This design comes from an exercise in tuning for small area, a short achievable clock period and few clock cycles on the open sky130 flow, not from production work.
Function was checked by simulation only, so behaviour that the tests miss may differ from the original.

== run a ==
==> flow/design.v (excerpt) <==
module ahb_lite_fir_filter(
    input logic clk,
    input logic n_rst,
    input logic hsel,
    input logic [3:0] haddr,
    input logic hsize,
    input logic [1:0] htrans,
    input logic hwrite,
    input logic [15:0] hwdata,
    output logic [15:0] hrdata,
    output logic hresp
);
Size in the first run: about 2500 cells after synthesis, roughly 330 flip-flops, roughly 44 I/O pins, ~22000 um2 of cells after synthesis.
==> module ahb_lite_fir_filter, before the edit <==
module ahb_lite_fir_filter(
    input logic clk,
    input logic n_rst,
    input logic hsel,
    input logic [3:0] haddr,
    input logic hsize,
    input logic [1:0] htrans,
    input logic hwrite,
    input logic [15:0] hwdata,
    output logic [15:0] hrdata,
    output logic hresp
);
    logic        wr_q;           
    logic [7:0]  sel_q;
    logic        a0_q, sz_q;
    logic        lo_q, hi_q;
    logic [13:4][7:0] regs;      
    logic [7:1]  reg14;          
    logic        busy, err;
    logic [15:0] fir_out;
    logic [16:0] r_q;
    logic [3:1]  nz_q;
    logic [13:4] be;
    wire   bad_addr = (hwrite & (haddr <= 4'd3)) | (haddr == 4'd15);
    assign hresp = bad_addr;
    always_comb begin
        for (int i = 4; i <= 13; i++)
            be[i] = wr_q & sel_q[i / 2] & (sz_q | (a0_q == i[0]));
    end
    wire be14 = wr_q & sel_q[7] & ~a0_q;
    wire start_sample = be[4] | be[5];
    wire start_load = be14 & hwdata[0];
    always_ff @(posedge clk, negedge n_rst) begin
        if (!n_rst) begin
            wr_q <= 1'b0;
            sel_q <= '0;
            a0_q <= 1'b0;
            sz_q <= 1'b0;
            lo_q <= 1'b0;
            hi_q <= 1'b0;
            for (int i = 4; i <= 13; i++) regs[i] <= '0;
            reg14 <= '0;
        end else begin
            wr_q <= hsel & (htrans != 2'b00) & hwrite & ~bad_addr;
            for (int k = 0; k < 8; k++) sel_q[k] <= (haddr[3:1] == k[2:0]);
            a0_q <= haddr[0];
            sz_q <= hsize;
            lo_q <= hsize | ~haddr[0];
            hi_q <= (hsize | haddr[0]) & (haddr != 4'd14);
            for (int i = 4; i <= 13; i++)
                if (be[i]) regs[i] <= i[0] ? hwdata[15:8] : hwdata[7:0];
            if (be14) reg14 <= hwdata[0] ? 7'd0 : hwdata[7:1];
        end
    end
    magnitude mag_u(.in(r_q), .nz(nz_q), .out(fir_out));
    logic [7:0] rb [0:15];
    always_comb begin
        rb[0] = {7'd0, busy};
        rb[1] = {7'd0, err};
        rb[2] = fir_out[7:0];
        rb[3] = fir_out[15:8];
        for (int i = 4; i <= 13; i++) rb[i] = regs[i];
        rb[14] = {reg14, 1'b0};
        rb[15] = 8'd0;
        hrdata = '0;
        for (int k = 0; k < 8; k++) begin
            hrdata[7:0]  = hrdata[7:0]  | ({8{sel_q[k]}} & rb[2 * k]);
            hrdata[15:8] = hrdata[15:8] | ({8{sel_q[k]}} & rb[2 * k + 1]);
        end
        hrdata[7:0]  = hrdata[7:0]  & {8{lo_q}};
        hrdata[15:8] = hrdata[15:8] & {8{hi_q}};
    end
    fir_filter filt(
        .clk(clk), .n_rst(n_rst),
        .start_sample(start_sample), .start_load(start_load),
        .new_sample({regs[5], regs[4]}),
        .coeff_regs({regs[13], regs[12], regs[11], regs[10], regs[9], regs[8], regs[7], regs[6]}),
        .busy(busy), .err(err), .r_q(r_q), .nz_q(nz_q)
    );
endmodule
==> flow/config.mk <==
export PLATFORM = sky130hd
export DESIGN_NAME = ahb_lite_fir_filter
export DESIGN_NICKNAME = ahb_lite_fir_filter
export VERILOG_FILES = /design/flow/design.v
export SDC_FILE = /design/flow/constraint.sdc
export NUM_CORES = 4
export LEC_CHECK = 0
export ABC_AREA = 1
export CAP_MARGIN = 30
export CORE_MARGIN = 2
export CORE_UTILIZATION = 55
export CTS_CLUSTER_DIAMETER = 100
export CTS_CLUSTER_SIZE = 25
export SETUP_SLACK_MARGIN = 5
export SLEW_MARGIN = 30
export TNS_END_PERCENT = 100
==> flow/constraint.sdc <==
create_clock -name core_clock -period 10.0 [get_ports {clk}]
set_input_delay 2.0000 -clock core_clock [delete_from_list [all_inputs] [get_ports {clk}]]
set_output_delay 2.0000 -clock core_clock [all_outputs]
set_load 0.01 [all_outputs]
standard.sh (not shown) runs the stock make flow with config.mk's settings and CLKGATE_MAP_FILE= SYNTH_SCRIPT=/design/flow/synth_recipe.tcl, a recipe that flattens the netlist after the stock synthesis.
==> flow/flow/run.sh <==
#!/bin/bash
set -euo pipefail
bash standard.sh \
    "BUFFER_PORTS_ARGS=-buffer_cell sky130_fd_sc_hd__buf_2" \
    MATCH_CELL_FOOTPRINT=0 \
    SETUP_SLACK_MARGIN=5.3 \
    finish > orfs_make.log 2>&1
Testbench counts of run a, summed over its fixed seeds: cycles 2,696.
### run a -> run b
diff --git a/flow/design.v b/flow/design.v
--- a/flow/design.v
+++ b/flow/design.v
@@ -605,48 +605,41 @@
     input logic hwrite,
     input logic [15:0] hwdata,
     output logic [15:0] hrdata,
     output logic hresp
 );
     logic        wr_q;           
-    logic [7:0]  sel_q;
-    logic        a0_q, sz_q;
-    logic        lo_q, hi_q;
+    logic [3:0]  a_q;
+    logic        sz_q;
     logic [13:4][7:0] regs;      
     logic [7:1]  reg14;          
     logic        busy, err;
     logic [15:0] fir_out;
     logic [16:0] r_q;
     logic [3:1]  nz_q;
     logic [13:4] be;
-    wire   bad_addr = (hwrite & (haddr <= 4'd3)) | (haddr == 4'd15);
-    assign hresp = bad_addr;
+    assign hresp = hsel & ((hwrite & ((haddr <= 4'd3) | (haddr == 4'd15)))
+                         | (~hwrite & (haddr == 4'd15)));
     always_comb begin
         for (int i = 4; i <= 13; i++)
-            be[i] = wr_q & sel_q[i / 2] & (sz_q | (a0_q == i[0]));
+            be[i] = wr_q & (a_q[3:1] == i[3:1]) & (sz_q | (a_q[0] == i[0]));
     end
-    wire be14 = wr_q & sel_q[7] & ~a0_q;
+    wire be14 = wr_q & (a_q == 4'd14);
     wire start_sample = be[4] | be[5];
     wire start_load = be14 & hwdata[0];
     always_ff @(posedge clk, negedge n_rst) begin
         if (!n_rst) begin
             wr_q <= 1'b0;
-            sel_q <= '0;
-            a0_q <= 1'b0;
+            a_q <= '0;
             sz_q <= 1'b0;
-            lo_q <= 1'b0;
-            hi_q <= 1'b0;
             for (int i = 4; i <= 13; i++) regs[i] <= '0;
             reg14 <= '0;
         end else begin
-            wr_q <= hsel & (htrans != 2'b00) & hwrite & ~bad_addr;
-            for (int k = 0; k < 8; k++) sel_q[k] <= (haddr[3:1] == k[2:0]);
-            a0_q <= haddr[0];
+            wr_q <= hsel & (htrans != 2'b00) & hwrite & ~hresp;
+            a_q <= haddr;
             sz_q <= hsize;
-            lo_q <= hsize | ~haddr[0];
-            hi_q <= (hsize | haddr[0]) & (haddr != 4'd14);
             for (int i = 4; i <= 13; i++)
                 if (be[i]) regs[i] <= i[0] ? hwdata[15:8] : hwdata[7:0];
             if (be14) reg14 <= hwdata[0] ? 7'd0 : hwdata[7:1];
         end
     end
     magnitude mag_u(.in(r_q), .nz(nz_q), .out(fir_out));
@@ -656,19 +649,14 @@
         rb[1] = {7'd0, err};
         rb[2] = fir_out[7:0];
         rb[3] = fir_out[15:8];
         for (int i = 4; i <= 13; i++) rb[i] = regs[i];
         rb[14] = {reg14, 1'b0};
         rb[15] = 8'd0;
-        hrdata = '0;
-        for (int k = 0; k < 8; k++) begin
-            hrdata[7:0]  = hrdata[7:0]  | ({8{sel_q[k]}} & rb[2 * k]);
-            hrdata[15:8] = hrdata[15:8] | ({8{sel_q[k]}} & rb[2 * k + 1]);
-        end
-        hrdata[7:0]  = hrdata[7:0]  & {8{lo_q}};
-        hrdata[15:8] = hrdata[15:8] & {8{hi_q}};
+        hrdata[15:8] = (a_q == 4'd14 || (!sz_q && !a_q[0])) ? 8'd0 : rb[{a_q[3:1], 1'b1}];
+        hrdata[7:0]  = (!sz_q && a_q[0]) ? 8'd0 : rb[{a_q[3:1], 1'b0}];
     end
     fir_filter filt(
         .clk(clk), .n_rst(n_rst),
         .start_sample(start_sample), .start_load(start_load),
         .new_sample({regs[5], regs[4]}),
         .coeff_regs({regs[13], regs[12], regs[11], regs[10], regs[9], regs[8], regs[7], regs[6]}),
[summary]
Share of synthesized area spent on multiplexers came out lower on run b than on run a. Compared run b vs run a, and count of clock-net buffers in the final layout is down in run b. Global-route usage, run a and run b: lower on run b. Relative to run a, detailed-route wire length decreased by about 1% in run b. Diff run a -> run b | final area | decrease of 88 um2. Compared run b against run a; area of the core within noise.
Testbench counts of run b, summed over its fixed seeds: cycles 2,696.

what the ideal ports hide:
No port has a modelled driver above. Below, the same layouts with a new extraction and two added sets of constraints.
Step 1 sets driving cells, clkbuf_16 on the clock port and buf_2 on the other inputs (assumed; they add their load-dependent delay and slew).
Step 2 times the ports against the registers' clock, not the clock port: input delays grow and output delays shrink by t, the midpoint of the rising clock arrivals with the driver on.
Three values: no drivers, after step 1, after step 2; two values: the first two.
run	t (ns)	setup WS [ns]	latest minus earliest clock arrival (ns)	pins driven straight from the clock port
run a	0.615	5.345 / 5.284 / 5.323	0.050 / 0.050	1
run b	0.593	5.218 / 5.186 / 5.186	0.023 / 0.023	1
After both steps every run listed still meets setup and hold. For run b, which loses most, drivers alone change the setup slack by -0.032 ns; drivers and shift together by -0.032 ns.
